Context: an optimization exercise on an open-source flow, tuned for small area and a short achievable clock period. The choices shown serve that exercise and are no tape-out recipe. Where RTL was checked, it was by simulation tests only, not by an equivalence proof against the original. Only the layout flow was run in runs 1 to 3 and 6; the RTL was not checked for function there. Power and IR drop assume default switching activity.

--- design/flow/design.v ---
module bist #(parameter size = 6, length = 8) (
    input  logic clk,
    input  logic rst,
    input  logic start,
    input  logic csin,
    input  logic rwbarin,
    input  logic opr,
    input  logic [size-1:0] address,
    input  logic [length-1:0] datain,
    output logic [length-1:0] dataout,
    output logic fail
);
    logic        test;       
    logic [9:0]  cnt;        
    logic        cout;       
    logic        h;          
    logic [63:0][7:0] mem;
    genvar g, j, b;
    logic [7:0] pat;
    always_comb begin
        case (cnt[9:7])
            3'd0: pat = 8'hAA;
            3'd1: pat = 8'h55;
            3'd2: pat = 8'hF0;
            3'd3: pat = 8'h0F;
            3'd4: pat = 8'h00;
            3'd5: pat = 8'hFF;
            3'd6: pat = 8'h33;
            default: pat = 8'hCC;
        endcase
    end
    logic       test_o;      
    logic       trd;         
    logic       twr;         
    logic       cs, nrw;
    logic [7:0] d;
    assign cs  = test | csin;
    assign nrw = twr | (~test_o & ~rwbarin);
    assign d   = test ? pat : datain;
    logic [7:0] alo, ahir, ahiw, tlo, thir, thiw;
    logic [7:0] lo, hir, hiw;
    always_comb begin
        for (int i = 0; i < 8; i++) begin
            alo[i]  = (address[2:0] == i[2:0]);
            ahir[i] = (address[5:3] == i[2:0]) & rwbarin;
            ahiw[i] = (address[5:3] == i[2:0]) & csin & ~rwbarin;
            tlo[i]  = (cnt[2:0] == i[2:0]);
            thir[i] = (cnt[5:3] == i[2:0]) & cnt[6];
            thiw[i] = (cnt[5:3] == i[2:0]) & ~cnt[6];
        end
    end
    logic t_lo, n_lo, t_hr, n_hr, t_hw, n_hw;
    cell_dffr u_t_lo (.clk(clk), .rst(rst), .d(test_nx),  .q(t_lo));
    cell_dffs u_n_lo (.clk(clk), .set(rst), .d(~test_nx), .q(n_lo));
    cell_dffr u_t_hr (.clk(clk), .rst(rst), .d(test_nx),  .q(t_hr));
    cell_dffs u_n_hr (.clk(clk), .set(rst), .d(~test_nx), .q(n_hr));
    cell_dffr u_t_hw (.clk(clk), .rst(rst), .d(test_nx),  .q(t_hw));
    cell_dffs u_n_hw (.clk(clk), .set(rst), .d(~test_nx), .q(n_hw));
    generate
        for (g = 0; g < 8; g++) begin : g_dec
            cell_ao22 u_lo  (.a1(alo[g]),  .a2(n_lo), .b1(tlo[g]),  .b2(t_lo), .y(lo[g]));
            cell_ao22 u_hir (.a1(ahir[g]), .a2(n_hr), .b1(thir[g]), .b2(t_hr), .y(hir[g]));
            cell_ao22 u_hiw (.a1(ahiw[g]), .a2(n_hw), .b1(thiw[g]), .b2(t_hw), .y(hiw[g]));
        end
    endgenerate
    generate
        for (g = 0; g < 8; g++) begin : g_grp
            for (j = 0; j < 8; j++) begin : g_row
                logic we, wen;
                logic [7:0] nxt;
                cell_nand2 u_wen (.a(hiw[g]), .b(lo[j]), .y(wen));
                cell_inv   u_we  (.a(wen), .y(we));
                for (b = 0; b < 8; b++) begin : g_bit
                    cell_ao22 u_hold (.a1(mem[8*g+j][b]), .a2(wen), .b1(d[b]), .b2(we), .y(nxt[b]));
                end
                always_ff @(posedge clk) mem[8*g+j] <= nxt;
            end
        end
    endgenerate
    logic [7:0][7:0] grp;    
    logic [7:0] rsel, rdn_d, rdata_n;
    logic [7:0] wd;
    assign wd = d & {8{nrw}};
    generate
        for (b = 0; b < 8; b++) begin : g_rbit
            for (g = 0; g < 8; g++) begin : g_rgrp
                logic [7:0] col;
                for (j = 0; j < 8; j++) begin : g_col
                    assign col[j] = mem[8*g+j][b];
                end
                cell_ao8 u_g (.s(lo), .q(col), .y(grp[b][g]));
            end
            cell_ao8  u_s (.s(hir), .q(grp[b]), .y(rsel[b]));
            cell_nor2 u_n (.a(rsel[b]), .b(wd[b]), .y(rdn_d[b]));
        end
    endgenerate
    always_ff @(posedge clk) begin
        if (cs) rdata_n <= rdn_d;
    end
    logic [7:0] rq_idle, rq_test;
    assign rq_idle = ~rdata_n & {8{~test_o}};
    assign rq_test = ~rdata_n & {8{trd}};
    generate
        for (b = 0; b < 8; b++) begin : g_out
            cell_a31o u_o (.a1(rq_idle[b]), .a2(csin), .a3(rwbarin), .b1(rq_test[b]), .y(dataout[b]));
        end
    endgenerate
    logic       test_nx;
    logic [9:0] cnt_nx;
    assign test_nx = test ? ~cout : start;
    assign cnt_nx  = !test ? 10'd0 : (&cnt) ? cnt : cnt + 10'd1;
    always_ff @(posedge clk or posedge rst) begin
        if (rst) begin
            test <= 1'b0;
            trd  <= 1'b0;
            twr  <= 1'b0;
        end else begin
            test <= test_nx;
            trd  <= test_nx & cnt_nx[6];
            twr  <= test_nx & ~cnt_nx[6];
        end
    end
    cell_dffr u_test_o (.clk(clk), .rst(rst), .d(test_nx), .q(test_o));
    always_ff @(posedge clk) begin
        if (!test) begin
            cnt  <= 10'd0;
            cout <= 1'b0;
        end else begin
            cout <= &cnt;
            if (!(&cnt)) cnt <= cnt + 10'd1;
        end
    end
    logic mism;
    assign mism = cnt[6] ? (pat != ~rdata_n) : (pat != 8'h00);
    always_ff @(posedge clk or posedge rst) begin
        if (rst) begin
            h    <= 1'b0;
            fail <= 1'b0;
        end else begin
            h    <= cnt[6];
            fail <= test & opr & h & mism;
        end
    end
endmodule
module cell_inv (input logic a, output logic y);
    assign y = ~a;
endmodule
module cell_nand2 (input logic a, b, output logic y);
    assign y = ~(a & b);
endmodule
module cell_nor2 (input logic a, b, output logic y);
    assign y = ~(a | b);
endmodule
module cell_ao22 (input logic a1, a2, b1, b2, output logic y);
    assign y = (a1 & a2) | (b1 & b2);
endmodule
module cell_ao8 (input logic [7:0] s, q, output logic y);
    assign y = |(s & q);
endmodule
module cell_a31o (input logic a1, a2, a3, b1, output logic y);
    assign y = (a1 & a2 & a3) | b1;
endmodule
module cell_dffr (input logic clk, rst, d, output logic q);
    always_ff @(posedge clk or posedge rst) begin
        if (rst) q <= 1'b0;
        else     q <= d;
    end
endmodule
module cell_dffs (input logic clk, set, d, output logic q);
    always_ff @(posedge clk or posedge set) begin
        if (set) q <= 1'b1;
        else     q <= d;
    end
endmodule
--- design/flow/flow/run.sh ---
#!/bin/bash
# Layout flow: the standard ORFS flow (standard.sh), with the port
# buffers made of buf_4 cells instead of the default delay-buffer cells.
set -euo pipefail
bash standard.sh 'BUFFER_PORTS_ARGS=-buffer_cell sky130_fd_sc_hd__buf_4' ${EXTRA_MAKE_ARGS:-} finish > flow_make.log 2>&1
--- design/flow/standard.sh ---
#!/bin/bash
# synth_recipe.tcl (not shown) runs the flow's synth.tcl, then flattens the netlist and writes it again
# the make line also repeats each setting of config.mk as NAME=value (left out here)
make -C /OpenROAD-flow-scripts/flow DESIGN_CONFIG=/design/flow/config.mk WORK_HOME=/design/flow/orfs CLKGATE_MAP_FILE= SYNTH_SCRIPT=/design/flow/synth_recipe.tcl "${@:-finish}"
--- design/flow/config.mk ---
export PLATFORM = sky130hd
export DESIGN_NAME = bist
export DESIGN_NICKNAME = bist
export VERILOG_FILES = /design/flow/design.v
export SDC_FILE = /design/flow/constraint.sdc
export NUM_CORES = 4
export LEC_CHECK = 0
export CAP_MARGIN = 20
export CORE_MARGIN = 2
export CORE_UTILIZATION = 70
export CTS_BUF_LIST = sky130_fd_sc_hd__clkbuf_16
export CTS_CLUSTER_DIAMETER = 80
export CTS_CLUSTER_SIZE = 30
export PLACE_DENSITY = 0.8
export SETUP_SLACK_MARGIN = 2.0
export SLEW_MARGIN = 20
export SYNTH_HIERARCHICAL = 1
--- design/flow/constraint.sdc ---
create_clock -name core_clock -period 5.0 [get_ports {clk}]
set_input_delay 1.0000 -clock core_clock [delete_from_list [all_inputs] [get_ports {clk}]]
set_output_delay 1.0000 -clock core_clock [all_outputs]
set_load 0.01 [all_outputs]
==> results of run 1 <==
[sequential cells by signal, indices dropped and copies added, names as in the netlist]
signal,flops
u_t_lo.q,1
mem,512
twr,1
u_t_hr.q,1
u_n_hw.q,1
fail,1
cnt,10
u_t_hw.q,1
u_n_hr.q,1
h,1
cout,1
trd,1
u_n_lo.q,1
test,1
rdata_n,8
u_test_o.q,1
[metrics by stage]
step	utilization	worst slack (ns)	total power, mW	hold WS [ns]	instance area [um2]
2_1_floorplan	-	2.12	8.73	0.413	20300
3_3_place_gp	0.739	1.48	10.0	0.466	21100
3_5_place_dp	0.739	1.49	10.1	0.471	21100
4_1_cts	0.763	2.05	12.3	0.314	21800
5_1_grt	0.765	2.01	13.0	0.312	21800
6_report	0.765	2.06	12.5	0.322	21800
[kinds of logic after synthesis]
logic type | count (synthesis)
simple gates | 278
fa+ha+maj | 7
xor+xnor | 13
flops | 543
buf+inv | 96
compound gates | 863
mux | 3
[placed cells by master, fill, tap and decap left out, drive strengths merged, types with 11 or more instances in the layout]
master	n
a21oi	13
a22o	536
a22oi	288
buf	55
clkbuf	23
dfxtp	523
inv	85
nand2	78
nand4	75
nor2	63
nor2b	16
nor3	14
xnor2	11
[Yosys cell counts (6+ instances only)]
cell type	n
a22o_1	536
dfxtp_1	523
a22oi_1	288
inv_1	80
nand2_1	77
nand4_1	74
nor2_1	63
nor2b_1	15
a21oi_1	13
nor3_1	13
xnor2_1	10
buf_6	9
dfrtp_1	9
a31o_1	8
edfxtp_1	8
o21ai_0	8
ha_1	7
nand2b_1	6
[per-layer routing]
layer	global-route usage	vias up	routed length [um]
met5	0	-	0
met4	0.118	0	1760
met3	0.0626	133	5580
met2	0.588	906	27100
met1	0.542	8254	24400
li1	-	7421	-
[final timing paths]
check	depth (start not counted)	to	startpoint
min	2	u_t_hw.q	rst
max in group asynchronous	2	test	rst
min reg2reg	1	mem[88]	mem[88]
max reg2reg	10	rdata_n[0]	cnt[1]
max	10	rdata_n[0]	cnt[1]
min in group core_clock	1	mem[88]	mem[88]
[repair_timing]
item / in CTS / in global routing
hold buffers: 0 / 0
resized for setup: 0 / 7
setup endpoints to repair: 0 / 92
buffers inserted: 0 / 0
hold endpoints to repair: 0 / 0
[modules after synthesis, one instance, submodules excluded, a selection]
module      times used  flops+latches  area (um2)
cell_dffs            3              1        30.0
cell_dffr            4              1        28.8
cell_nor2            8              0        3.75
cell_nand2          64              0        3.75
cell_a31o            8              0        8.76
cell_inv            64              0        3.75
[final cells by class]
type | instances | area share
sequential | 543 | 0.505
inverter | 82 | 0.0141
timing repair buffer | 55 | 0.0208
tap | 384 | 0.0220
clock buffer | 23 | 0.0264
multi-input combinational | 1164 | 0.408
antenna | 1 | 0.000115
clock inverter | 8 | 0.00441
[report_power, final]
group	internal (mW)	switching (mW)	leakage, nW
Sequential	5.55	0.816	4.50
Clock	0.949	1.32	0.336
Combinational	1.61	2.26	3.84
[critical path, delay by kind of cell (launching register included)]
family	cells	cell delay (ns)
compound gates	3	1.07
simple gates	4	0.67
buf+inv	2	0.41
flops	1	0.40
fa+ha+maj	1	0.20
==> impl_results.md, run 1 <==
* Status: timing/DRC/antenna clean
* Average size of a mapped cell at 11.2 um2
* Worst rel slew slack at 0.243
* CTS tree: yes
* Reg2reg setup slack at 2.06 ns
* Final Slew Violations at 0
* Clock latency on the worst-skew pair at 0.58 ns
* WP data required at 5.43 ns
* CP peak stage delay at 0.47 ns
* Area share of fa/ha/maj cells after synthesis at 0.00433
* Final Hold Fails at 0
* Cts bufs inserted at 22
* Largest cells by area after synthesis: dfxtp_1, a22o_1, a22oi_1
* Actual slew at the worst max-slew pin at 1.13 ns
* P_leak at 8.68 nW
* Fmax at 0.340 GHz
* Initial core utilization at 0.709
* Vert. Die Dim at 174 um
* Synthesis-to-finish area growth at 7.85%
* CP arrival at 3.38 ns
* Min-Delay Path Class: input port to async pin
* Slowest cell on crit path: a22o_2
* Final non-filler cell total at 2260
* Initial DRT Pass Iterations at 6
* Fillers at 1998
* Cell area after synthesis at 20200 um2
* Global-route wire length before repair at 91300 um
* Row Count at 62
* Startpoint Class: flip-flop
* Vias in the first global route at 15444
* Ys async rst share at 0.0221
* DR WL/cell at 26.0 um
* Cell area power density at 572 nW/um2
* GRT Total Usage at 0.378
* CTS clock-pin slew for the worst setup and hold paths at 0.12 ns
* Mux contribution to synthesized area at 0.00167
* Net count after synthesis at 1830
* I/O Pins at 29
* Synth Flop Type: dfxtp_1
* Largest family of logic cells by synthesized area: compound AO/OA/AOI/OAI gates
* Drt first-iter violations at 2227
* Layout cells sized above 1 at 0.0608
* Seq cells post-synth at 543
* Num Clock Sinks at 543
* Placed insts at 2227
* GP Congestion at 0.942
* Clock Skews at 0.0333 ns
* Min Tclk post-route at 2.94 ns
* RSZ-0062 raised after global routing: false
* Seq/Total Area, Yosys at 0.544
* Routed WL at 58800 um
* Syn Inst Count at 1803
* Maximum buffer depth of the clock tree at 3
* Die X-Extent at 174 um
* CTS H-tree depth at 1
* Critical Path End Type: flip-flop
* Unique masters post-synth at 53
* Simple-gate share of the synthesized area at 0.0704
* Total negative slack at 0 ns
* Sequential cell area at 11000 um2
* Yosys warns at 9
* Total number of vias at 16714
* DR vias/cell at 7.40
* Overflow left after global routing at 0
* DPL Wire Length at 38900 um
* Yosys top cell area share at 0.517
* Count of input and output buffers at 28
* Area of the multi-input gates at 8890 um2
* DRC errors left at 0
* Largest net degree at the start of global routing at 73
* EDFF count, synth at 8
* Initial antenna violation count at 1
* Critical-path cell list: inv_1, ha_1, and2b_1, a22o_2, buf_6, a22oi_1, nand4_1, a22oi_1, nand4_1, nor2_1
* Maximum vdd drop at 0.377 mV
* Yosys top cell by area: dfxtp_1
* Post-synthesis compound-gate area fraction at 0.351
* Final #Nets at 1895
* Final setup violation count at 0
* Core Box Area at 28500 um2
* DIE AREA at 30300 um2
* CTS root buffer: clkbuf_16
* Crit share post-route at 0.589
* Max-Cap Viols at 0
* Post-Synth XOR/XNOR Area at 0.00655
* Final ANT Viol Nets at 0
* Critical path class: flip-flop to flip-flop
* Crit Path Max Fanout at 41
==> inputs of run 2 (changes only) <==
--- a/design/flow/design.v
+++ b/design/flow/design.v
@@ -29,13 +29,14 @@
             default: pat = 8'hCC;
         endcase
     end
-    logic       test_o;      
+    logic       n_o;         
+    logic       en_n;        
     logic       trd;         
     logic       twr;         
     logic       cs, nrw;
     logic [7:0] d;
     assign cs  = test | csin;
-    assign nrw = twr | (~test_o & ~rwbarin);
+    assign nrw = twr | (n_o & ~rwbarin);
     assign d   = test ? pat : datain;
     logic [7:0] alo, ahir, ahiw, tlo, thir, thiw;
     logic [7:0] lo, hir, hiw;
@@ -97,12 +98,11 @@
     always_ff @(posedge clk) begin
         if (cs) rdata_n <= rdn_d;
     end
-    logic [7:0] rq_idle, rq_test;
-    assign rq_idle = ~rdata_n & {8{~test_o}};
-    assign rq_test = ~rdata_n & {8{trd}};
+    cell_dffs  u_n_o (.clk(clk), .set(rst), .d(~test_nx), .q(n_o));
+    cell_a31oi u_en  (.a1(n_o), .a2(csin), .a3(rwbarin), .b1(trd), .y(en_n));
     generate
         for (b = 0; b < 8; b++) begin : g_out
-            cell_a31o u_o (.a1(rq_idle[b]), .a2(csin), .a3(rwbarin), .b1(rq_test[b]), .y(dataout[b]));
+            cell_nor2 u_o (.a(rdata_n[b]), .b(en_n), .y(dataout[b]));
         end
     endgenerate
     logic       test_nx;
@@ -120,7 +120,6 @@
             twr  <= test_nx & ~cnt_nx[6];
         end
     end
-    cell_dffr u_test_o (.clk(clk), .rst(rst), .d(test_nx), .q(test_o));
     always_ff @(posedge clk) begin
         if (!test) begin
             cnt  <= 10'd0;
@@ -157,8 +156,8 @@
 module cell_ao8 (input logic [7:0] s, q, output logic y);
     assign y = |(s & q);
 endmodule
-module cell_a31o (input logic a1, a2, a3, b1, output logic y);
-    assign y = (a1 & a2 & a3) | b1;
+module cell_a31oi (input logic a1, a2, a3, b1, output logic y);
+    assign y = ~((a1 & a2 & a3) | b1);
 endmodule
 module cell_dffr (input logic clk, rst, d, output logic q);
     always_ff @(posedge clk or posedge rst) begin
--- a/design/flow/config.mk
+++ b/design/flow/config.mk
@@ -7,11 +7,11 @@
 export LEC_CHECK = 0
 export CAP_MARGIN = 20
 export CORE_MARGIN = 2
-export CORE_UTILIZATION = 70
+export CORE_UTILIZATION = 60
 export CTS_BUF_LIST = sky130_fd_sc_hd__clkbuf_16
 export CTS_CLUSTER_DIAMETER = 80
 export CTS_CLUSTER_SIZE = 30
-export PLACE_DENSITY = 0.8
+export PLACE_DENSITY = 0.72
 export SETUP_SLACK_MARGIN = 2.0
 export SLEW_MARGIN = 20
 export SYNTH_HIERARCHICAL = 1
==> run 2 against run 1 <==
- flip-flop and latch count did not move
- combinational power barely moved
- core utilization fell by 9.9 points
- synthesized cell count fell by 1.3%
- sequential share of layout area rose by 0.12 points
- register-to-register slack improved by 0.07 ns
- die area rose by 15%
- setup slack improved by 0.070 ns
- clock power barely moved
- critical path type unchanged
- critical endpoint is now rdata_n[7]
==> impl_results.md, run 2 <==
* Share of power burned in registers at 0.511
* Yosys warns at 9
* Critical-path cell list: inv_1, ha_1, and2_1, a22o_4, buf_4, a22oi_1, nand4_1, a22oi_1, nand4_1, nor2_1
* CTS root buffer: clkbuf_16
* Area share of fa/ha/maj cells after synthesis at 0.00438
* Status: timing/DRC/antenna clean
* DR WL/cell at 25.8 um
* Maximum buffer depth of the clock tree at 3
* Comb power frac at 0.309
* Ys async rst share at 0.0221
* Routed WL at 59200 um
* Most common library cells after synthesis: a22o_1, dfxtp_1, a22oi_1, inv_1
* Final #Nets at 1872
* CTS H-tree depth at 1
* RSZ-0062 raised after global routing: true
* Crit Path Max Fanout at 37
* DIE AREA at 34800 um2
* GRT Total Usage at 0.324
* Die X-Extent at 187 um
* CP delay by family, top: compound AO/OA/AOI/OAI gates
* Syn Inst Count at 1779
* Global-route wire length before repair at 90700 um
* Max-Cap Viols at 0
* I/O Pins at 29
* EDFF count, synth at 8
* DPL Wire Length at 39000 um
* Fillers at 2617
* Row Count at 66
* Largest family of logic cells by synthesized area: compound AO/OA/AOI/OAI gates
* Vias in the first global route at 14956
* Synth Flop Type: dfxtp_1
* Synthesis-to-finish area growth at 8.86%
* Yosys top cell area share at 0.523
* DRC errors left at 0
* Post-synthesis compound-gate area fraction at 0.350
* Mux contribution to synthesized area at 0.00213
* Initial antenna violation count at 0
* Worst rel slew slack at 0.255
* GP Congestion at 0.931
* Layout cells sized above 1 at 0.0636
* Overflow left after global routing at 0
* Slowest cell on crit path: dfxtp_1
* # diodes at 0
* P_leak at 8.67 nW
* DR vias/cell at 7.21
* Sw frac at 0.357
* CTS clock-pin slew for the worst setup and hold paths at 0.11 ns
* Core Box Area at 32700 um2
* Clock power share at 0.180
* Clock latency on the worst-skew pair at 0.58 ns
* Final ANT Viol Nets at 0
* Unique masters post-synth at 43
* Maximum vdd drop at 0.346 mV
* Most common cell in the synthesized netlist: a22o_1
* Yosys top cell by area: dfxtp_1
* Max reg flops at 512
* Initial core utilization at 0.612
* WP buf/inv at 2
* Final Hold Fails at 0
* P_int at 8.01 mW
* CP arrival at 3.32 ns
* Final setup margin at 2.13 ns
* Critical path class: flip-flop to flip-flop
* Num Clock Sinks at 543
* Fmax at 0.348 GHz
* Startpoint Class: flip-flop
* Largest regs: mem (512), cnt (10), rdata_n (8)
* Largest net degree at the start of global routing at 66
* CTS tree: yes
* Setup WS pre-CTS at 1.41 ns
* Cell area power density at 571 nW/um2
* Crit share post-route at 0.575
* Seq/Total Area, Yosys at 0.551
* Vert. Die Dim at 187 um
* Simple-gate share of the synthesized area at 0.0684
* Total negative slack at 0 ns
* Post-Synth XOR/XNOR Area at 0.00613
* Average size of a mapped cell at 11.2 um2
* Count of input and output buffers at 28
* WP data required at 5.45 ns
* Clock Skews at 0.0335 ns
* Total number of vias at 16553
* Initial DRT Pass Iterations at 6
* Min-Delay Path Class: input port to async pin
* Final hold slack at 0.306 ns
* Actual slew at the worst max-slew pin at 1.11 ns
* Cts bufs inserted at 23
* Final Slew Violations at 0
* Commonest non-fill, non-tap cell in the layout: a22o_1
* CP peak stage delay at 0.42 ns
* Reg with most FFs: mem
* Sw Pwr at 4.44 mW
* Largest cells by area after synthesis: dfxtp_1, a22o_1, a22oi_1
* Most frequent cells in the layout: a22o_1, dfxtp_1, a22oi_1, inv_1
* Drt first-iter violations at 2006
* # hold bufs at CTS at 0
* Final setup violation count at 0
* Critical Path End Type: flip-flop
* Seq cells post-synth at 543
* Net count after synthesis at 1806
* Min Tclk post-route at 2.87 ns
* Cell area after synthesis at 20000 um2
[run 2: worst paths after layout]
kind                           from          to  slack [ns]  cells after the start
max in group asynchronous       rst         twr        4.40                      2
min reg2reg                mem[335]    mem[335]        0.49                      1
min in group core_clock    mem[335]    mem[335]        0.49                      1
max reg2reg                  cnt[1]  rdata_n[7]        2.13                     10
min                             rst    u_t_lo.q        0.31                      2
max                          cnt[1]  rdata_n[7]        2.13                     10
[run 2: timing repair]
action / in CTS / in global routing
endpoints found under the setup margin: 14 / 54
resized for setup: 9 / 9
buffers inserted: 0 / 0
[run 2: per-layer routing]
metal | track usage | wire length [um] | vias to the layer above
met2 | 0.468 | 24900 | 905
met1 | 0.500 | 26800 | 8198
met5 | 0 | 0 | -
met4 | 0.0897 | 1730 | 0
met3 | 0.0515 | 5820 | 112
li1 | - | - | 7338
[run 2: area by class of cell]
cell class	count	area (um2)	share of cell area
clock buffers	23	576	0.0264
inverters	82	308	0.0141
well taps	442	553	0.0254
clock inverters	11	90.1	0.00414
repair buffers	52	419	0.0192
flip-flops and latches	543	11000	0.506
multi-input cells	1143	8820	0.405
[run 2: kinds of logic (layout without fill, tap and decap cells)]
logic type | Yosys count | count (layout)
simple gates | 270 | 270
flops | 543 | 543
xor+xnor | 14 | 14
compound gates | 848 | 848
mux | 4 | 4
fa+ha+maj | 7 | 7
buf+inv | 93 | 168
[run 2: Yosys stat by module (local to each module, per instance), excerpt]
module	cells	flops+latches	area, um2
cell_dffs	2	1	30.0
cell_nand2	1	0	3.75
cell_inv	1	0	3.75
cell_nor2	1	0	3.75
cell_dffr	2	1	28.8
bist	724	536	11900
[run 2: power by group through the flow]
stage	Sequential, mW	Clock, mW	Combinational [mW]
6_report	6.36	2.24	3.84
5_1_grt	6.48	2.42	4.06
3_3_place_gp	6.40	0	3.63
3_5_place_dp	6.40	0	3.71
2_1_floorplan	6.09	0	2.58
4_1_cts	6.32	2.26	3.74
[run 2: through the flow]
step | instance area (um2) | total power [mW] | util | cells
final | 21800 | 12.4 | 0.666 | 2296
after global routing | 21800 | 13.0 | 0.666 | 2296
after CTS | 21700 | 12.3 | 0.664 | 2296
after detailed placement | 21000 | 10.1 | 0.642 | 2262
after global placement | 21000 | 10.0 | 0.642 | 2262
after floorplan | 20000 | 8.67 | - | 1779
==> inputs of run 3 (changes only) <==
--- a/design/flow/design.v
+++ b/design/flow/design.v
@@ -11,33 +11,35 @@
     output logic fail
 );
     logic        test;       
-    logic [9:0]  cnt;        
+    logic [7:0]  rlo, rhi;
+    logic [3:0]  cup;
     logic        cout;       
     logic        h;          
     logic [63:0][7:0] mem;
     genvar g, j, b;
-    logic [7:0] pat;
-    always_comb begin
-        case (cnt[9:7])
-            3'd0: pat = 8'hAA;
-            3'd1: pat = 8'h55;
-            3'd2: pat = 8'hF0;
-            3'd3: pat = 8'h0F;
-            3'd4: pat = 8'h00;
-            3'd5: pat = 8'hFF;
-            3'd6: pat = 8'h33;
-            default: pat = 8'hCC;
+    function automatic logic [7:0] pattern(input logic [2:0] p);
+        case (p)
+            3'd0: pattern = 8'hAA;
+            3'd1: pattern = 8'h55;
+            3'd2: pattern = 8'hF0;
+            3'd3: pattern = 8'h0F;
+            3'd4: pattern = 8'h00;
+            3'd5: pattern = 8'hFF;
+            3'd6: pattern = 8'h33;
+            default: pattern = 8'hCC;
         endcase
-    end
+    endfunction
     logic       n_o;         
     logic       en_n;        
     logic       trd;         
     logic       twr;         
+    logic       n_d;         
+    logic [7:0] tpat;        
     logic       cs, nrw;
     logic [7:0] d;
     assign cs  = test | csin;
     assign nrw = twr | (n_o & ~rwbarin);
-    assign d   = test ? pat : datain;
+    assign d   = tpat | (datain & {8{n_d}});
     logic [7:0] alo, ahir, ahiw, tlo, thir, thiw;
     logic [7:0] lo, hir, hiw;
     always_comb begin
@@ -45,9 +47,9 @@
             alo[i]  = (address[2:0] == i[2:0]);
             ahir[i] = (address[5:3] == i[2:0]) & rwbarin;
             ahiw[i] = (address[5:3] == i[2:0]) & csin & ~rwbarin;
-            tlo[i]  = (cnt[2:0] == i[2:0]);
-            thir[i] = (cnt[5:3] == i[2:0]) & cnt[6];
-            thiw[i] = (cnt[5:3] == i[2:0]) & ~cnt[6];
+            tlo[i]  = rlo[i];
+            thir[i] = rhi[i] & cup[0];
+            thiw[i] = rhi[i] & ~cup[0];
         end
     end
     logic t_lo, n_lo, t_hr, n_hr, t_hw, n_hw;
@@ -99,44 +101,61 @@
         if (cs) rdata_n <= rdn_d;
     end
     cell_dffs  u_n_o (.clk(clk), .set(rst), .d(~test_nx), .q(n_o));
+    cell_dffs  u_n_d (.clk(clk), .set(rst), .d(~test_nx), .q(n_d));
     cell_a31oi u_en  (.a1(n_o), .a2(csin), .a3(rwbarin), .b1(trd), .y(en_n));
     generate
         for (b = 0; b < 8; b++) begin : g_out
             cell_nor2 u_o (.a(rdata_n[b]), .b(en_n), .y(dataout[b]));
         end
     endgenerate
+    logic       full;        
     logic       test_nx;
-    logic [9:0] cnt_nx;
+    logic [7:0] rlo_nx, rhi_nx;
+    logic [3:0] cup_nx;
+    assign full    = rlo[7] & rhi[7] & (&cup);
     assign test_nx = test ? ~cout : start;
-    assign cnt_nx  = !test ? 10'd0 : (&cnt) ? cnt : cnt + 10'd1;
+    always_comb begin
+        if (!test) begin
+            rlo_nx = 8'd1;
+            rhi_nx = 8'd1;
+            cup_nx = 4'd0;
+        end else if (full) begin
+            rlo_nx = rlo;
+            rhi_nx = rhi;
+            cup_nx = cup;
+        end else begin
+            rlo_nx = {rlo[6:0], rlo[7]};
+            rhi_nx = rlo[7] ? {rhi[6:0], rhi[7]} : rhi;
+            cup_nx = (rlo[7] & rhi[7]) ? cup + 4'd1 : cup;
+        end
+    end
     always_ff @(posedge clk or posedge rst) begin
         if (rst) begin
             test <= 1'b0;
             trd  <= 1'b0;
             twr  <= 1'b0;
+            tpat <= 8'd0;
         end else begin
             test <= test_nx;
-            trd  <= test_nx & cnt_nx[6];
-            twr  <= test_nx & ~cnt_nx[6];
+            trd  <= test_nx & cup_nx[0];
+            twr  <= test_nx & ~cup_nx[0];
+            tpat <= test_nx ? pattern(cup_nx[3:1]) : 8'd0;
         end
     end
     always_ff @(posedge clk) begin
-        if (!test) begin
-            cnt  <= 10'd0;
-            cout <= 1'b0;
-        end else begin
-            cout <= &cnt;
-            if (!(&cnt)) cnt <= cnt + 10'd1;
-        end
+        rlo  <= rlo_nx;
+        rhi  <= rhi_nx;
+        cup  <= cup_nx;
+        cout <= test & full;
     end
     logic mism;
-    assign mism = cnt[6] ? (pat != ~rdata_n) : (pat != 8'h00);
+    assign mism = cup[0] ? (tpat != ~rdata_n) : (tpat != 8'h00);
     always_ff @(posedge clk or posedge rst) begin
         if (rst) begin
             h    <= 1'b0;
             fail <= 1'b0;
         end else begin
-            h    <= cnt[6];
+            h    <= cup[0];
             fail <= test & opr & h & mism;
         end
     end
==> run 3 against run 2 <==
- still clean
- die area up 2.6%
- first-iteration DRC count increased by 1.0%
- via count barely moved
- critical path depth is 1 lower
- worst hold slack worse by 0.015 ns
- routed wire length rose by 2.7%
- clock-buffer cell count rose by 3
- fmax fell by 2.0%
- power rose by 30%
- global-route usage grew 0.82 points
- combinational power increased by 46%
- register-to-register slack lost 0.04 ns
- critical endpoint is now rdata_n[0]
==> impl_results.md, run 3 <==
* Min Tclk post-route at 2.93 ns
* Initial DRT Pass Iterations at 6
* Drt first-iter violations at 2026
* CTS tree: yes
* WP data required at 5.45 ns
* Setup bufs post-CTS at 0
* Clock Skews at 0.0256 ns
* Seq/Total Area, Yosys at 0.557
* Synthesis-to-finish area growth at 8.85%
* Max-Cap Viols at 0
* Actual slew at the worst max-slew pin at 1.11 ns
* Most common library cells after synthesis: a22o_1, dfxtp_1, a22oi_1, nand2_1, inv_1
* DIE AREA at 35700 um2
* Seq cells post-synth at 562
* Maximum vdd drop at 0.401 mV
* Met1 wire length at 27100 um
* DPL Wire Length at 39400 um
* Crit Path Max Fanout at 40
* Final #Nets at 1897
* Synth Flop Type: dfxtp_1
* Max reg flops at 512
* RSZ-0062 raised after global routing: false
* Final setup violation count at 0
* Global-route wire length before repair at 93900 um
* Total number of vias at 16552
* Count of input and output buffers at 28
* Commonest non-fill, non-tap cell in the layout: dfxtp_1
* Syn Inst Count at 1804
* CP peak stage delay at 0.52 ns
* Critical path class: input port to flip-flop
* Largest cells by area after synthesis: dfxtp_1, a22o_1, a22oi_1
* Critical-path cell list: buf_4, and3_1, a22o_2, buf_6, a22oi_1, nand4_1, a22oi_1, nand4_1, nor2_1
* DR WL/cell at 26.0 um
* Net count after synthesis at 1829
* Initial antenna violation count at 0
* Cell area after synthesis at 20500 um2
* CTS clock-pin slew for the worst setup and hold paths at 0.11 ns
* Startpoint Class: input port
* Total negative slack at 0 ns
* Reg with most FFs: mem
* Largest net degree at the start of global routing at 56
* Initial core utilization at 0.611
* CTS H-tree depth at 1
* Vias in the first global route at 15541
* P_leak at 9.08 nW
* Routed WL at 60800 um
* Crit share post-route at 0.587
* # hold bufs at CTS at 0
* Layout cells sized above 1 at 0.0673
* Final Slew Violations at 0
* DR vias/cell at 7.08
* Met2 Routed Length at 27600 um
* Overflow left after global routing at 0
* Yosys top cell by area: dfxtp_1
* Core Util, Final at 0.665
* Unique masters post-synth at 46
* Maximum buffer depth of the clock tree at 3
* Cts bufs inserted at 25
* Yosys warns at 9
* Num Clock Sinks at 562
* Slowest cell on crit path: a22o_2
* Cell area power density at 725 nW/um2
* Average size of a mapped cell at 11.4 um2
* Status: timing/DRC/antenna clean
* Vert. Die Dim at 189 um
* Final ANT Viol Nets at 0
* Ys async rst share at 0.0374
* GRT Total Usage at 0.332
* Final non-filler cell total at 2337
* Core Box Area at 33600 um2
* Critical Path End Type: flip-flop
* Yosys top cell area share at 0.520
* Fmax at 0.341 GHz
* Clock latency on the worst-skew pair at 0.60 ns
* Row Count at 67
* DRC errors left at 0
* Final Hold Fails at 0
* Most frequent cells in the layout: dfxtp_1, a22o_1, a22oi_1, nand2_1, inv_1
* Metal3 WL at 4420 um
* Most common cell in the synthesized netlist: a22o_1
* GP Congestion at 0.877
* Fillers at 2704
* DR top layer: met4
* Worst rel slew slack at 0.257
* CTS root buffer: clkbuf_16
* Min-Delay Path Class: input port to async pin
* EDFF count, synth at 8
* I/O Pins at 29
* CP arrival at 3.38 ns
* Placed insts at 2293
* Die X-Extent at 189 um
[run 3: changes by cell type after synthesis, moves of 4 or more]
cell      change
nor2_1       -18
dfxtp_1      +10
nor2b_1      +10
nand3_1       +9
dfrtp_1       +8
nand2_1       +8
a21boi_0      +7
a21o_1        +7
nor3_1        -6
and2_1        +5
mux2i_1       +5
xnor2_1       -5
inv_1         -4
o21ai_0       -4
[run 3: per-layer routing]
metal | global-route usage | vias to the layer above
met5 | 0 | -
met4 | 0.0811 | 0
met3 | 0.0415 | 92
met2 | 0.517 | 693
met1 | 0.493 | 8314
li1 | - | 7453
[run 3: area by class of cell]
type,count,area (um2),share of cell area
clock buffer,26,651,0.0291
tap,448,561,0.0251
timing repair buffer,51,415,0.0186
multi-input combinational,1152,8800,0.394
sequential,562,11400,0.512
clock inverter,17,166,0.00745
inverter,80,300,0.0134
antenna,1,2.50,0.000112
[run 3: worst paths after layout]
check                           slack (ns)        from  cells after the start         end
worst max-delay path                  2.07  address[1]                      9  rdata_n[0]
worst min-delay path                  0.29         rst                      2    u_t_lo.q
worst max register to register        2.09    u_n_lo.q                      7  rdata_n[6]
worst min register to register        0.49    mem[185]                      1    mem[185]
max in group asynchronous             4.18         rst                      2         trd
min in group core_clock               0.49    mem[185]                      1    mem[185]
[run 3: where the power goes]
group	switching, mW	internal (mW)
Clock	1.50	1.05
Sequential	1.35	6.71
Combinational	2.91	2.68
[run 3: cells by family (layout without fill, tap and decap cells)]
| logic type | Yosys count | count (layout) | share of synthesized area |
|---|---|---|---|
| other | 0 | 1 | 0 |
| XOR/XNOR | 9 | 9 | 0.00384 |
| multiplexers | 7 | 7 | 0.00341 |
| AO/OA/AOI/OAI | 859 | 859 | 0.348 |
| adder cells (fa/ha/maj) | 5 | 5 | 0.00305 |
| AND/OR/NAND/NOR | 272 | 272 | 0.0675 |
| buffers and inverters | 90 | 174 | 0.0173 |
| flip-flops | 562 | 562 | 0.557 |
[run 3: repair_timing]
item	4_1_cts	5_1_grt
setup endpoints to repair	15	37
resized for setup	2	10
cloned	0	0
[run 3: Yosys stat by module (local to each module, per instance)]
module,cells,times used,cell area [um2],flops+latches
bist,747,1,12400,554
cell_a31oi,1,1,6.26,0
cell_ao22,1,536,8.76,0
cell_ao8,5,72,36.3,0
cell_dffr,2,3,28.8,1
cell_dffs,2,5,30.0,1
cell_inv,1,64,3.75,0
cell_nand2,1,64,3.75,0
cell_nor2,1,16,3.75,0
[run 3: stage by stage]
| stage | power [mW] | area (um2) | hold WS (ns) | worst slack [ns] |
|---|---|---|---|---|
| CTS | 16.0 | 22300 | 0.275 | 2.01 |
| global placement | 13.4 | 21500 | 0.466 | 1.42 |
| global route | 17.0 | 22300 | 0.289 | 1.99 |
| detailed placement | 13.5 | 21500 | 0.471 | 1.41 |
| finish | 16.2 | 22300 | 0.290 | 2.07 |
| floorplan | 11.6 | 20500 | 0.368 | 2.27 |
[run 3: critical path, delay by kind of cell]
kind / cells / cell delay, ns
compound gates: 3 / 1.24
buf+inv: 2 / 0.46
simple gates: 4 / 0.61
==> inputs of run 4 (changes only) <==
--- a/design/flow/design.v
+++ b/design/flow/design.v
@@ -40,30 +40,30 @@
     assign cs  = test | csin;
     assign nrw = twr | (n_o & ~rwbarin);
     assign d   = tpat | (datain & {8{n_d}});
-    logic [7:0] alo, ahir, ahiw, tlo, thir, thiw;
-    logic [7:0] lo, hir, hiw;
+    logic n_lo, n_hr, n_hw;
+    cell_dffs u_n_lo (.clk(clk), .set(rst), .d(~test_nx), .q(n_lo));
+    cell_dffs u_n_hr (.clk(clk), .set(rst), .d(~test_nx), .q(n_hr));
+    cell_dffs u_n_hw (.clk(clk), .set(rst), .d(~test_nx), .q(n_hw));
+    logic [7:0] alo, ahir, ahiw, thir, thiw;
+    logic [7:0] lo_w, hir, hiw;
+    logic [3:0][7:0] lo_r;
     always_comb begin
         for (int i = 0; i < 8; i++) begin
-            alo[i]  = (address[2:0] == i[2:0]);
-            ahir[i] = (address[5:3] == i[2:0]) & rwbarin;
-            ahiw[i] = (address[5:3] == i[2:0]) & csin & ~rwbarin;
-            tlo[i]  = rlo[i];
+            alo[i]  = (address[2:0] == i[2:0]) & n_lo;
+            ahir[i] = (address[5:3] == i[2:0]) & rwbarin & n_hr;
+            ahiw[i] = (address[5:3] == i[2:0]) & csin & ~rwbarin & n_hw;
             thir[i] = rhi[i] & cup[0];
             thiw[i] = rhi[i] & ~cup[0];
         end
     end
-    logic t_lo, n_lo, t_hr, n_hr, t_hw, n_hw;
-    cell_dffr u_t_lo (.clk(clk), .rst(rst), .d(test_nx),  .q(t_lo));
-    cell_dffs u_n_lo (.clk(clk), .set(rst), .d(~test_nx), .q(n_lo));
-    cell_dffr u_t_hr (.clk(clk), .rst(rst), .d(test_nx),  .q(t_hr));
-    cell_dffs u_n_hr (.clk(clk), .set(rst), .d(~test_nx), .q(n_hr));
-    cell_dffr u_t_hw (.clk(clk), .rst(rst), .d(test_nx),  .q(t_hw));
-    cell_dffs u_n_hw (.clk(clk), .set(rst), .d(~test_nx), .q(n_hw));
     generate
         for (g = 0; g < 8; g++) begin : g_dec
-            cell_ao22 u_lo  (.a1(alo[g]),  .a2(n_lo), .b1(tlo[g]),  .b2(t_lo), .y(lo[g]));
-            cell_ao22 u_hir (.a1(ahir[g]), .a2(n_hr), .b1(thir[g]), .b2(t_hr), .y(hir[g]));
-            cell_ao22 u_hiw (.a1(ahiw[g]), .a2(n_hw), .b1(thiw[g]), .b2(t_hw), .y(hiw[g]));
+            for (j = 0; j < 4; j++) begin : g_lor
+                cell_or2 u_lo_r (.a(alo[g]), .b(rlo[g]), .y(lo_r[j][g]));
+            end
+            cell_or2 u_lo_w (.a(alo[g]),  .b(rlo[g]),  .y(lo_w[g]));
+            cell_or2 u_hir  (.a(ahir[g]), .b(thir[g]), .y(hir[g]));
+            cell_or2 u_hiw  (.a(ahiw[g]), .b(thiw[g]), .y(hiw[g]));
         end
     endgenerate
     generate
@@ -71,7 +71,7 @@
             for (j = 0; j < 8; j++) begin : g_row
                 logic we, wen;
                 logic [7:0] nxt;
-                cell_nand2 u_wen (.a(hiw[g]), .b(lo[j]), .y(wen));
+                cell_nand2 u_wen (.a(hiw[g]), .b(lo_w[j]), .y(wen));
                 cell_inv   u_we  (.a(wen), .y(we));
                 for (b = 0; b < 8; b++) begin : g_bit
                     cell_ao22 u_hold (.a1(mem[8*g+j][b]), .a2(wen), .b1(d[b]), .b2(we), .y(nxt[b]));
@@ -91,7 +91,7 @@
                 for (j = 0; j < 8; j++) begin : g_col
                     assign col[j] = mem[8*g+j][b];
                 end
-                cell_ao8 u_g (.s(lo), .q(col), .y(grp[b][g]));
+                cell_ao8 u_g (.s(lo_r[b/2]), .q(col), .y(grp[b][g]));
             end
             cell_ao8  u_s (.s(hir), .q(grp[b]), .y(rsel[b]));
             cell_nor2 u_n (.a(rsel[b]), .b(wd[b]), .y(rdn_d[b]));
@@ -116,12 +116,12 @@
     assign test_nx = test ? ~cout : start;
     always_comb begin
         if (!test) begin
-            rlo_nx = 8'd1;
-            rhi_nx = 8'd1;
+            rlo_nx = {7'd0, test_nx};
+            rhi_nx = {7'd0, test_nx};
             cup_nx = 4'd0;
         end else if (full) begin
-            rlo_nx = rlo;
-            rhi_nx = rhi;
+            rlo_nx = test_nx ? rlo : 8'd0;
+            rhi_nx = test_nx ? rhi : 8'd0;
             cup_nx = cup;
         end else begin
             rlo_nx = {rlo[6:0], rlo[7]};
@@ -142,9 +142,16 @@
             tpat <= test_nx ? pattern(cup_nx[3:1]) : 8'd0;
         end
     end
+    always_ff @(posedge clk or posedge rst) begin
+        if (rst) begin
+            rlo <= 8'd0;
+            rhi <= 8'd0;
+        end else begin
+            rlo <= rlo_nx;
+            rhi <= rhi_nx;
+        end
+    end
     always_ff @(posedge clk) begin
-        rlo  <= rlo_nx;
-        rhi  <= rhi_nx;
         cup  <= cup_nx;
         cout <= test & full;
     end
@@ -165,6 +172,9 @@
 endmodule
 module cell_nand2 (input logic a, b, output logic y);
     assign y = ~(a & b);
+endmodule
+module cell_or2 (input logic a, b, output logic y);
+    assign y = a | b;
 endmodule
 module cell_nor2 (input logic a, b, output logic y);
     assign y = ~(a | b);
==> run 4 against run 3 <==
- final cell count about the same
- non-clock buffer count shrank 5
- routed wire length is 20% higher
- flip-flop and latch count is 3 lower
- largest power group unchanged
- highest routed layer is now met5
==> impl_results.md, run 4 <==
* Reg with most FFs: mem
* DIE AREA at 35700 um2
* RSZ-0062 raised after global routing: true
* Largest cells by area after synthesis: dfxtp_1, a22o_1, a22oi_1
* Overflow left after global routing at 0
* Layout cells sized above 1 at 0.0582
* CTS H-tree depth at 1
* Most frequent cells in the layout: a22o_1, dfxtp_1, a22oi_1
* Seq cells post-synth at 559
* Seq/Total Area, Yosys at 0.558
* Core Util, Final at 0.659
* Worst rel slew slack at 0.139
* Most common cell in the synthesized netlist: a22o_1
* Drt first-iter violations at 2159
* Yosys top cell area share at 0.504
* Core Box Area at 33600 um2
* GP Congestion at 0.989
* Most common library cells after synthesis: a22o_1, dfxtp_1, a22oi_1, nand2_1, nand4_1
* Net count after synthesis at 1839
* Max-Cap Viols at 0
* Final instance area at 22200 um2
* EDFF count, synth at 8
* Row Count at 67
* Vert. Die Dim at 189 um
* Startpoint Class: input port
* Crit Path Max Fanout at 9
* Area of the multi-input gates at 8790 um2
* Yosys top cell by area: dfxtp_1
* Initial DRT Pass Iterations at 6
* DRC errors left at 0
* Final Hold Fails at 0
* Ys async rst share at 0.0608
* CTS root buffer: clkbuf_16
* Synth Flop Type: dfxtp_1
* Min-Delay Path Class: input port to async pin
* Maximum buffer depth of the clock tree at 3
* Count of input and output buffers at 28
* Vias in the first global route at 16378
* DR vias/cell at 7.47
* Largest net degree at the start of global routing at 55
* Fmax at 0.316 GHz
* Critical Path End Type: flip-flop
* Cts bufs inserted at 24
* Yosys warns at 8
* Crit share post-route at 0.633
* Num Clock Sinks at 559
* Placed cell area at 21400 um2
* Final Slew Violations at 0
* Sequential cell area at 11400 um2
* Routed WL at 73000 um
* Critical path class: input port to flip-flop
* P_leak at 9.00 nW
* Die X-Extent at 189 um
* Total number of vias at 17478
* Final setup violation count at 0
* DR WL/cell at 31.2 um
* Total negative slack at 0 ns
* CTS tree: yes
* Crit. Startpoint: address[2]
* Commonest non-fill, non-tap cell in the layout: a22o_1
* DPL Wire Length at 47500 um
* CTS clock-pin slew for the worst setup and hold paths at 0.12 ns
* Setup WS pre-CTS at 1.38 ns
* Status: timing/DRC/antenna clean
* Initial antenna violation count at 1
* I/O Pins at 29
* Initial core utilization at 0.611
* Unique masters post-synth at 42
* Synthesis-to-finish area growth at 7.97%
* Max reg flops at 512
* CP arrival at 3.61 ns
* Syn Inst Count at 1814
* Cell area power density at 310 nW/um2
* Final setup margin at 1.84 ns
* GRT Total Usage at 0.396
* Global-route wire length before repair at 107000 um
* Final ANT Viol Nets at 0
* Worst r2r src: u_n_lo.q
* Fillers at 2651
* Clock Skews at 0.0240 ns
* Clock latency on the worst-skew pair at 0.59 ns
* Actual slew at the worst max-slew pin at 1.29 ns
* Cell area after synthesis at 20500 um2
* Min Tclk post-route at 3.17 ns
* Maximum vdd drop at 0.351 mV
* Average size of a mapped cell at 11.3 um2
* WP data required at 5.44 ns
* # diodes at 0
* Final #Nets at 1905
## run 4: per-module statistics from Yosys, one instance, submodules excluded, a selection
| module | cells | area (um2) |
|---|---|---|
| bist | 731 | 12400 |
| cell_dffs | 2 | 30.0 |
| cell_or2 | 1 | 6.26 |
| cell_a31oi | 1 | 6.26 |
| cell_nand2 | 1 | 3.75 |
| cell_ao22 | 1 | 8.76 |
## run 4: path summary, 6_finish.rpt
| check | end | slack (ns) | cells past startpoint |
|---|---|---|---|
| worst max-delay path | rdata_n[1] | 1.84 | 10 |
| worst min-delay path | u_n_d.q | 0.43 | 2 |
| min in group core_clock | mem[478] | 0.50 | 1 |
| worst max register to register | rdata_n[1] | 1.89 | 8 |
| worst min register to register | mem[478] | 0.50 | 1 |
| max in group asynchronous | rlo[3] | 4.08 | 2 |
## run 4: metrics by stage
| stage | std cells | total power, mW | hold WS, ns |
|---|---|---|---|
| after floorplan | 1814 | 4.57 | 0.372 |
| after global placement | 2302 | 4.59 | 0.466 |
| after detailed placement | 2302 | 4.59 | 0.471 |
| after CTS | 2339 | 6.88 | 0.420 |
| after global routing | 2339 | 7.04 | 0.428 |
| final | 2339 | 6.88 | 0.429 |
## run 4: kinds of logic after synthesis
group | after synthesis | share of synthesized area
compound gates | 840 | 0.338
flops | 559 | 0.558
simple gates | 315 | 0.0804
buf+inv | 84 | 0.0160
xor+xnor | 9 | 0.00384
fa+ha+maj | 5 | 0.00305
mux | 2 | 0.00104
## run 4: layout make-up
| cell class | count | area share |
|---|---|---|
| sequential | 559 | 0.517 |
| multi-input combinational | 1171 | 0.396 |
| clock buffer | 25 | 0.0282 |
| tap | 448 | 0.0253 |
| timing repair buffer | 46 | 0.0156 |
| inverter | 78 | 0.0134 |
| clock inverter | 12 | 0.00457 |
## run 4: repair_timing
item                                    in CTS  in global routing
hold buffers                                 0                  0
endpoints found under the setup margin       1                 15
resized for setup                            1                  8
buffers inserted                             0                  0
## run 4: where the power goes
group          internal [mW]  switching (mW)  total [mW]
clock                  0.944            1.45        2.39
sequential              4.46               0        4.46
combinational         0.0113          0.0147      0.0260
total                   5.42            1.46        6.88
## run 4: critical path, cell delays in order
cell      delay (ns)
buf_4           0.09
nand2b_1        0.17
nor2_1          0.10
or2_1           0.50
buf_4           0.34
a22oi_1         0.31
nand4_1         0.17
a22oi_1         0.57
nand4_1         0.18
nor2_1          0.16
## run 4: routing by layer
| metal | track usage | up-vias | routed length (um) |
|---|---|---|---|
| met5 | 0 | - | 72 |
| met1 | 0.527 | 8599 | 28400 |
| met3 | 0.105 | 276 | 8650 |
| li1 | - | 7416 | - |
| met4 | 0.193 | 4 | 4340 |
| met2 | 0.600 | 1183 | 31500 |
==> inputs of run 5 (changes only) <==
--- a/design/flow/config.mk
+++ b/design/flow/config.mk
@@ -12,6 +12,6 @@
 export CTS_CLUSTER_DIAMETER = 80
 export CTS_CLUSTER_SIZE = 30
 export PLACE_DENSITY = 0.72
-export SETUP_SLACK_MARGIN = 2.0
+export SETUP_SLACK_MARGIN = 2.4
 export SLEW_MARGIN = 20
 export SYNTH_HIERARCHICAL = 1
==> run 5 against run 4 <==
- via count increased by 0.90%
- highest routed layer unchanged
- clock-buffer cell count unchanged
- fmax up 15%
- still clean
- power hardly changed
- design area increased by 0.79%
==> impl_results.md, run 5 <==
* Min-Delay Path Class: input port to async pin
* CP endpoint: rdata_n[1]
* Unique masters post-synth at 42
* Critical path class: input port to flip-flop
* DR vias/cell at 7.53
* Seq/Total Area, Yosys at 0.558
* Average size of a mapped cell at 11.3 um2
* Cell area after synthesis at 20500 um2
* Post-synthesis compound-gate area fraction at 0.338
* Startpoint Class: input port
* Total number of vias at 17636
* Critical Path End Type: flip-flop
* CTS H-tree depth at 1
* Layout cells sized above 1 at 0.0834
* Count of input and output buffers at 28
* Seq cells post-synth at 559
* Most frequent cells in the layout: a22o_1, dfxtp_1, a22oi_1
* Global-route wire length before repair at 107000 um
* R2r endpoint: rdata_n[1]
* Yosys top cell by area: dfxtp_1
* Final ANT Viol Nets at 0
* Largest net degree at the start of global routing at 55
* Net count after synthesis at 1839
* Final setup violation count at 0
* DRC errors left at 0
* CTS root buffer: clkbuf_16
* # hold bufs at CTS at 0
* Vias in the first global route at 16406
* Worst r2r path cells at 8
* Max reg flops at 512
* Cell area power density at 308 nW/um2
* Largest family of logic cells by synthesized area: compound AO/OA/AOI/OAI gates
* Cts bufs inserted at 24
* Reg2reg setup slack at 2.33 ns
* DIE AREA at 35700 um2
* Initial antenna violation count at 1
* I/O Pins at 29
* Vert. Die Dim at 189 um
* Total negative slack at 0 ns
* Reg with most FFs: mem
* Final Slew Violations at 0
* EDFF count, synth at 8
* Num Clock Sinks at 559
* GRT Total Usage at 0.396
* Row Count at 67
* Commonest non-fill, non-tap cell in the layout: a22o_1
* Most common cell in the synthesized netlist: a22o_1
* # diodes at 0
* Mux contribution to synthesized area at 0.00104
* Post-Synth XOR/XNOR Area at 0.00384
* GP Congestion at 0.989
* Maximum vdd drop at 0.350 mV
* Maximum buffer depth of the clock tree at 3
* Ys async rst share at 0.0608
* Syn Inst Count at 1814
* Actual slew at the worst max-slew pin at 1.13 ns
* Simple-gate share of the synthesized area at 0.0804
* Status: timing/DRC/antenna clean
* Final setup margin at 2.24 ns
* Worst rel slew slack at 0.245
* Overflow left after global routing at 0
* Area share of fa/ha/maj cells after synthesis at 0.00305
* Synthesis-to-finish area growth at 8.83%
* Crit Path Max Fanout at 16
* Largest cells by area after synthesis: dfxtp_1, a22o_1, a22oi_1
* Yosys top cell area share at 0.504
* Routed WL at 73100 um
* Drt first-iter violations at 2303
* Final Hold Fails at 0
* Synth Flop Type: dfxtp_1
* Yosys warns at 8
* Core Box Area at 33600 um2
* Worst r2r src: u_n_lo.q
* Final #Nets at 1909
* Min Tclk post-route at 2.76 ns
* CTS tree: yes
* Fmax at 0.362 GHz
* DR WL/cell at 31.2 um
* Crit. Startpoint: address[2]
* Die X-Extent at 189 um
* CP arrival at 3.20 ns
* WP data required at 5.44 ns
* RSZ-0062 raised after global routing: true
* Initial DRT Pass Iterations at 5
* P_leak at 9.06 nW
* Final non-filler cell total at 2343
* Setup WS pre-CTS at 1.38 ns
* Clock latency on the worst-skew pair at 0.59 ns
* Placed insts at 2302
* DPL Wire Length at 47500 um
* Crit share post-route at 0.553
* Clock Skews at 0.0269 ns
* Max-Cap Viols at 0
* Most common library cells after synthesis: a22o_1, dfxtp_1, a22oi_1, nand2_1, nand4_1
* Fillers at 2641
* CTS clock-pin slew for the worst setup and hold paths at 0.12 ns
* Initial core utilization at 0.611
run 5: cell types whose count changed in the layout (fill, tap and decap cells not counted), sizes merged:
cell | before | now
buf | 46 | 50
run 5: cells by family (layout without fill, tap and decap cells):
group / count (synthesis) / count (layout)
xor gates and xnor gates: 9 / 9
AOI/OAI and AO/OA: 840 / 840
DFF: 559 / 559
muxes: 2 / 2
buffers and inverters: 84 / 165
and+or+nand+nor: 315 / 315
adders and majority gates: 5 / 5
run 5: final cells by class:
cell class	count	area [um2]	area share
inverter	78	298	0.0133
clock inverter	12	101	0.00454
multi-input combinational	1171	8910	0.399
clock buffer	25	626	0.0280
sequential	559	11500	0.513
timing repair buffer	50	394	0.0176
tap	448	561	0.0251
run 5: report_power, final:
part | internal, mW | total (mW) | switching [mW] | leakage [nW]
Combinational | 0.0139 | 0.0293 | 0.0154 | 4.02
Sequential | 4.46 | 4.46 | 0 | 4.67
Clock | 0.944 | 2.39 | 1.45 | 0.364
Total | 5.42 | 6.88 | 1.46 | 9.06
run 5: how the worst min path moves through the flow:
stage,cells after the start,slack (ns),endpoint
final,2,0.43,u_n_d.q
after global routing,2,0.43,u_n_d.q
after CTS,2,0.42,u_n_d.q
after detailed placement,1,0.47,mem[473]
after global placement,1,0.47,mem[257]
after floorplan,0,0.37,h
run 5: what timing repair did:
| action | CTS | global route |
|---|---|---|
| pin swaps | 12 | 6 |
| endpoints found under the setup margin | 98 | 206 |
| buffers inserted | 1 | 3 |
| gates resized for setup | 46 | 25 |
| hold endpoints to repair | 0 | 0 |
run 5: critical path, stage by stage:
cell and delay, ns:
buf_4 0.12, nand2_1 0.12, nor3_1 0.10, or2_2 0.55, a22oi_1 0.40, nand4_1 0.20
a22oi_2 0.40, nand4_1 0.16, nor2_1 0.14
run 5: per-stage QoR:
stage / instance area, um2 / hold slack, ns / total power, mW / utilization
after detailed placement: 21400 / 0.471 / 4.59 / 0.637
after global placement: 21400 / 0.466 / 4.59 / 0.637
after CTS: 22200 / 0.420 / 6.88 / 0.662
after floorplan: 20500 / 0.372 / 4.57 / -
final: 22300 / 0.428 / 6.88 / 0.665
after global routing: 22300 / 0.428 / 7.04 / 0.665
run 5: per-layer routing:
metal	GRT usage	share of wire
met1	0.532	0.39
met2	0.601	0.44
met3	0.0988	0.12
met4	0.188	0.057
met5	0	0.00012
run 5: per-module statistics from Yosys, one instance, submodules excluded:
module | cell area (um2) | cells | flip-flops and latches | copies in the design
cell_dffs | 30.0 | 2 | 1 | 5
cell_nand2 | 3.75 | 1 | 0 | 64
bist | 12400 | 731 | 554 | 1
cell_or2 | 6.26 | 1 | 0 | 56
cell_inv | 3.75 | 1 | 0 | 64
cell_nor2 | 3.75 | 1 | 0 | 16
cell_a31oi | 6.26 | 1 | 0 | 1
cell_ao8 | 36.3 | 5 | 0 | 72
cell_ao22 | 8.76 | 1 | 0 | 512
==> inputs of run 6 (changes only) <==
--- a/design/flow/design.v
+++ b/design/flow/design.v
@@ -30,7 +30,7 @@
         endcase
     endfunction
     logic       n_o;         
-    logic       en_n;        
+    logic [1:0] en_n;        
     logic       trd;         
     logic       twr;         
     logic       n_d;         
@@ -102,10 +102,12 @@
     end
     cell_dffs  u_n_o (.clk(clk), .set(rst), .d(~test_nx), .q(n_o));
     cell_dffs  u_n_d (.clk(clk), .set(rst), .d(~test_nx), .q(n_d));
-    cell_a31oi u_en  (.a1(n_o), .a2(csin), .a3(rwbarin), .b1(trd), .y(en_n));
-    generate
+    generate
+        for (b = 0; b < 2; b++) begin : g_en
+            cell_a31oi u_en (.a1(n_o), .a2(csin), .a3(rwbarin), .b1(trd), .y(en_n[b]));
+        end
         for (b = 0; b < 8; b++) begin : g_out
-            cell_nor2 u_o (.a(rdata_n[b]), .b(en_n), .y(dataout[b]));
+            cell_nor2 u_o (.a(rdata_n[b]), .b(en_n[b/4]), .y(dataout[b]));
         end
     endgenerate
     logic       full;        
--- a/design/flow/config.mk
+++ b/design/flow/config.mk
@@ -9,9 +9,9 @@
 export CORE_MARGIN = 2
 export CORE_UTILIZATION = 60
 export CTS_BUF_LIST = sky130_fd_sc_hd__clkbuf_16
-export CTS_CLUSTER_DIAMETER = 80
-export CTS_CLUSTER_SIZE = 30
+export CTS_CLUSTER_DIAMETER = 70
+export CTS_CLUSTER_SIZE = 25
 export PLACE_DENSITY = 0.72
-export SETUP_SLACK_MARGIN = 2.4
+export SETUP_SLACK_MARGIN = 2.7
 export SLEW_MARGIN = 20
 export SYNTH_HIERARCHICAL = 1
==> run 6 against run 5 <==
- still clean
- core utilization grew 4.1 points
- synthesized cell count about the same
- global-route usage increased by 0.42 points
- via count increased by 1.8%
- worst hold slack worse by 0.027 ns
- die area about the same
- critical path type is now flip-flop to primary output
==> impl_results.md, run 6 <==
* Min-Delay Path Class: input port to async pin
* Most common cell in the synthesized netlist: a22o_1
* Die X-Extent at 189 um
* Worst r2r src: u_n_lo.q
* Num Clock Sinks at 559
* DR vias/cell at 7.48
* # diodes at 0
* EDFF count, synth at 8
* P_leak at 9.47 nW
* Critical path class: flip-flop to primary output
* Final Slew Violations at 0
* Startpoint Class: flip-flop
* RSZ-0062 raised after global routing: true
* Largest net degree at the start of global routing at 44
* Unique masters post-synth at 42
* Count of input and output buffers at 28
* Most common library cells after synthesis: a22o_1, dfxtp_1, a22oi_1, nand2_1, nand4_1
* Layout cells sized above 1 at 0.167
* Synthesis-to-finish area growth at 15.5%
* Setup WS pre-CTS at 1.63 ns
* Commonest non-fill, non-tap cell in the layout: a22o_1
* Critical Path End Type: primary output
* CTS clock-pin slew for the worst setup and hold paths at 0.10 ns
* Core Box Area at 33600 um2
* Final #Nets at 1956
* Yosys top cell area share at 0.504
* Cts bufs inserted at 31
* Seq cells post-synth at 559
* R2r endpoint: rdata_n[2]
* Max reg flops at 512
* Maximum buffer depth of the clock tree at 3
* Largest cells by area after synthesis: dfxtp_1, a22o_1, a22oi_1
* Placed cell area at 21500 um2
* Core Util, Final at 0.706
* Ys async rst share at 0.0608
* Routed WL at 77000 um
* Reg with most FFs: mem
* Crit share post-route at 0.523
* Fmax at 0.382 GHz
* CP arrival at 1.62 ns
* Total negative slack at 0 ns
* CTS root buffer: clkbuf_16
* Yosys top cell by area: dfxtp_1
* CTS H-tree depth at 1
* Placed insts at 2296
* Clock latency on the worst-skew pair at 0.62 ns
* Initial DRT Pass Iterations at 6
* Total number of vias at 17945
* DPL Wire Length at 46400 um
* Row Count at 67
* Seq/Total Area, Yosys at 0.557
* Cell area after synthesis at 20500 um2
* WP data required at 4.00 ns
* Worst r2r path cells at 10
* Most frequent cells in the layout: a22o_1, dfxtp_1, a22oi_1, a22oi_2, nand4_1
* Cell area power density at 307 nW/um2
* Maximum vdd drop at 0.394 mV
* Overflow left after global routing at 0
* Tot Pwr at 7.28 mW
* CTS tree: yes
* GP Congestion at 0.954
* Syn Inst Count at 1815
* Clock Skews at 0.0226 ns
* Final hold slack at 0.401 ns
* Status: timing/DRC/antenna clean
* I/O Pins at 29
* Max-Cap Viols at 0
* Min Tclk post-route at 2.62 ns
* Vias in the first global route at 16523
* DRC errors left at 0
* Crit Path Max Fanout at 4
* Worst rel slew slack at 0.403
* Drt first-iter violations at 2818
* Synth Flop Type: dfxtp_1
* DIE AREA at 35700 um2
* # hold bufs at CTS at 0
* Average size of a mapped cell at 11.3 um2
* DR WL/cell at 32.1 um
* Final instance area at 23700 um2
* Actual slew at the worst max-slew pin at 0.895 ns
* Final setup violation count at 0
* Final ANT Viol Nets at 0
* GRT Total Usage at 0.400
* Initial core utilization at 0.611
* Global-route wire length before repair at 108000 um
* Yosys warns at 8
* Final setup margin at 2.38 ns
* Final non-filler cell total at 2398
* Final Hold Fails at 0
* Vert. Die Dim at 189 um
* Initial antenna violation count at 1
* Net count after synthesis at 1840
* Reg2reg setup slack at 2.62 ns
[run 6: cell count changes after synthesis]
cell	change
a31oi_1	+1
[run 6: power breakdown]
part	total, mW	switching (mW)	internal, mW
clock network	2.78	1.59	1.19
logic	0.0374	0.0213	0.0161
registers	4.46	0	4.46
[run 6: cell type report]
cell class                 instances  area (um2)
tap                              448         561
fill                            2498        9890
clock buffer                      31         776
timing repair buffer              78         838
inverter                          78         302
timing repair inverter             1        7.51
clock inverter                    21         193
sequential                       559       11500
multi-input combinational       1182        9590
[run 6: routing by layer]
| layer | GRT usage | part of all wire | vias up |
|---|---|---|---|
| met5 | 0 | 0 | - |
| met4 | 0.205 | 0.063 | 0 |
| met3 | 0.0854 | 0.13 | 281 |
| met2 | 0.589 | 0.43 | 1257 |
| met1 | 0.557 | 0.38 | 8845 |
| li1 | - | - | 7562 |
[run 6: worst max path at each step]
stage          slack (ns)         end       start  depth (start not counted)
6_report             2.38  dataout[5]     u_n_o.q                          3
3_3_place_gp         1.63  rdata_n[6]  address[2]                          9
3_5_place_dp         1.63  rdata_n[3]  address[1]                          9
5_1_grt              2.34  dataout[5]     u_n_o.q                          3
2_1_floorplan        2.66  rdata_n[0]  address[2]                          8
4_1_cts              2.41  dataout[1]     u_n_o.q                          3
[run 6: cell families after synthesis]
group / share of synthesized area
compound gates: 0.338
flops: 0.557
simple gates: 0.0804
buf+inv: 0.0160
xor+xnor: 0.00384
fa+ha+maj: 0.00305
mux: 0.00104
[run 6: timing repair]
action / 4_1_cts / 5_1_grt
buffers inserted: 10 / 29
cloned: 2 / 9
resized for setup: 63 / 138
pin swaps: 14 / 52
endpoints found under the setup margin: 550 / 417
[run 6: worst max-delay path, cell delays in order, from the launching register on]
cell and delay, ns:
dfstp_2 0.60, a31oi_4 0.12, nor2_1 0.13, buf_4 0.14
[run 6: Yosys stat by module (local to each module, per instance)]
module	copies in the design	flops+latches	cell area, um2	cells inside
bist	1	554	12400	731
cell_a31oi	2	0	6.26	1
cell_ao8	72	0	36.3	5
cell_inv	64	0	3.75	1
cell_nand2	64	0	3.75	1
cell_or2	56	0	6.26	1
cell_ao22	512	0	8.76	1
cell_dffs	5	1	30.0	2
cell_nor2	16	0	3.75	1

re-timing with driven ports:
The flow's constraints put no driver on any port. The routed layouts listed below were extracted and timed again, unchanged, in two steps. Step 1 (the two cells are an assumption about what drives the block):
set clk [get_ports {clk}]
set_driving_cell -lib_cell sky130_fd_sc_hd__clkbuf_16 $clk
set_driving_cell -lib_cell sky130_fd_sc_hd__buf_2 [delete_from_list [all_inputs] $clk]
Step 2 times the ports against the registers' clock, not the clock port: input delays grow and output delays shrink by t, the midpoint of the rising clock arrivals with the driver on. Slacks: ideal ports / drivers / drivers and shift; pairs: ideal ports / drivers.
run	t, ns	slack for setup (ns)	worst setup path after step 2	clock arrival spread, ns	cell pins on the clock port's net
run 1	0.617	2.055 / 2.055 / 1.532	input to register	0.035 / 0.036	1
run 2	0.615	2.125 / 2.125 / 1.577	input to register	0.034 / 0.035	1
run 3	0.641	2.067 / 2.087 / 1.447	input to register	0.026 / 0.026	1
run 4	0.629	1.835 / 1.863 / 1.233	input to register	0.026 / 0.025	1
run 5	0.629	2.236 / 2.266 / 1.637	input to register	0.031 / 0.031	1
run 6	0.667	2.383 / 2.327 / 1.872	input to register	0.022 / 0.023	1
After both steps every run listed still meets setup and hold. For run 3, which loses most, drivers alone change the setup slack by +0.020 ns; drivers and shift together by -0.620 ns.
